What follows belongs to an exercise in optimizing a design on an open flow for small area and a short achievable clock period; a production flow would make more cautious choices. In this exercise RTL edits were held to simulation tests only and were not proved equivalent to the original.

job 3138:
## balance_cntrl
module balance_cntrl
# (parameter fast_sim=1)
(
input clk, rst_n,
input vld, pwr_up, rider_off,
input logic signed [15:0] ptch,
input logic signed [15:0] ptch_rt,
input logic [11:0] steer_pot,
input logic en_steer,
output logic signed [11:0] lft_spd,
output logic signed [11:0] rght_spd,
output logic too_fast
);
logic signed [17:0] integrator;
logic [17:0] integrator_in;
logic [7:0] ss_tmr;
PID PID_balance (.clk(clk), .rst_n(rst_n), .pwr_up(pwr_up), .integrator_in(integrator_in),
                 .integrator(integrator), .ss_tmr(ss_tmr));
SegwayMath SegwayMath_balance (.vld(vld), .pwr_up(pwr_up), .rider_off(rider_off), .ptch(ptch),
                 .ptch_rt(ptch_rt), .steer_pot(steer_pot), .en_steer(en_steer),
                 .integrator(integrator), .ss_tmr(ss_tmr), .integrator_in(integrator_in),
                 .lft_spd(lft_spd), .rght_spd(rght_spd), .too_fast(too_fast));
endmodule
For scale: about 75 I/O pins.
clock: 35.0 ns
lec_check: 0
abc_area: 1
cap_margin: 20
core_margin: 2
core_utilization: 40
slew_margin: 20
standard.sh (not shown) runs the stock make flow with config.mk's settings and CLKGATE_MAP_FILE= SYNTH_SCRIPT=/design/flow/synth_recipe.tcl, a recipe that flattens the netlist after the stock synthesis.
==> flow/flow/run.sh <==
#!/bin/bash
# Layout flow: the standard synthesis, then an inverter clean-up around the
# full-adder cells (polarity.py) and a re-map of the remaining gates
# (remap.tcl, ABC area script), then the standard layout steps.
set -euo pipefail
MARGIN=none
R=orfs/results/sky130hd/balance_cntrl/base
bash standard.sh synth > 1_standard_synth.log 2>&1
cp $R/1_2_yosys.v std_1_2_yosys.v
python3 flow/polarity.py std_1_2_yosys.v pol.v > 2_polarity.log 2>&1
export REMAP_IN=pol.v REMAP_OUT=remap.v
export REMAP_LIB=$FLOW_HOME/platforms/sky130hd/lib/sky130_fd_sc_hd__tt_025C_1v80.lib
export REMAP_ABC_SCRIPT=$FLOW_HOME/scripts/abc_area.script
export REMAP_DONT_USE="$(sed -n '/DONT_USE_CELLS += /,/^$/p' $FLOW_HOME/platforms/sky130hd/config.mk | grep -o 'sky130_fd_sc_hd__[a-z0-9_]*' | tr '\n' ' ')"
yosys -c flow/remap.tcl > 3_remap.log 2>&1
cp remap.v $R/1_2_yosys.v
rm -f $R/1_synth.odb $R/1_synth.sdc
if [ "$MARGIN" = "none" ]; then
  bash standard.sh finish > 4_standard_finish.log 2>&1
else
  bash standard.sh SETUP_SLACK_MARGIN=$MARGIN finish > 4_standard_finish.log 2>&1
fi
Other scripts of this flow, unchanged in this note and not shown: flow/flow/polarity.py, flow/flow/remap.tcl
Job 3138: full flow OK, the timing, design-rule and antenna checks passed
The following lists how job 5774 was set up differently from job 3138:
--- a/flow/flow/run.sh
+++ b/flow/flow/run.sh
@@ -4 +4,2 @@
-# (remap.tcl, ABC area script), then the standard layout steps.
+# (remap.tcl, ABC area script), then the standard layout steps with plain
+# buf_1 port buffers and a setup-repair target of MARGIN ns.
@@ -6 +7 @@
-MARGIN=none
+MARGIN=8
@@ -18,4 +19,3 @@
-if [ "$MARGIN" = "none" ]; then
-  bash standard.sh finish > 4_standard_finish.log 2>&1
-else
-  bash standard.sh SETUP_SLACK_MARGIN=$MARGIN finish > 4_standard_finish.log 2>&1
+ARGS=("BUFFER_PORTS_ARGS=-buffer_cell sky130_fd_sc_hd__buf_1")
+if [ "$MARGIN" != "none" ]; then
+  ARGS+=("SETUP_SLACK_MARGIN=$MARGIN")
@@ -22,0 +23 @@
+bash standard.sh "${ARGS[@]}" finish > 4_standard_finish.log 2>&1
## What came out
- Job 5774 — total routing resource utilization after global routing 0.35 points lower, job 3138 as reference
- Relative to job 3138, time the final worst path needs with I/O delays and setup decreased by 2470 ps in job 5774.
- Of job 5774 and job 3138, the lower via-per-instance ratio belongs to job 3138.
- Diff job 3138 -> job 5774: wire length climbed 0.73%; setup TNS level; half-perimeter wire length of the detailed placement result decreased by 390 um relative to the old numbers.
- Number of inserted diodes: job 3138 vs job 5774 identical
- Between job 5774 and job 3138, highest fanout seen on the critical path is lower for job 5774, job 3138 comes in above that.

## static timing again, ports no longer ideal
The results above use ideal ports. As a check the final layouts listed here were re-extracted and re-timed, cells and wires unchanged. Step 1, drivers: a clkbuf_16 drives clk and a buf_2 each remaining input, both assumed. Step 2 also shifts input and output timing later by t, the mid clock arrival at the registers, as if the neighbouring blocks saw the same clock. a / b / c = ideal / step 1 / step 2; a / b = the first two.
| run | t (ns) | slack for setup (ns) | worst hold slack (ns) | worst data-port slew with drivers (ns) |
|---|---|---|---|---|
| job 3138 | 0.326 | 6.390 / 6.361 / 6.361 | 0.457 / 0.457 / 0.457 | 0.04 |
| job 5774 | 0.324 | 8.859 / 8.832 / 8.832 | 0.458 / 0.458 / 0.458 | 0.04 |
After both steps setup and hold are still met in every run listed. For job 3138, which loses most, drivers alone change the setup slack by -0.029 ns; drivers and shift together by -0.029 ns.
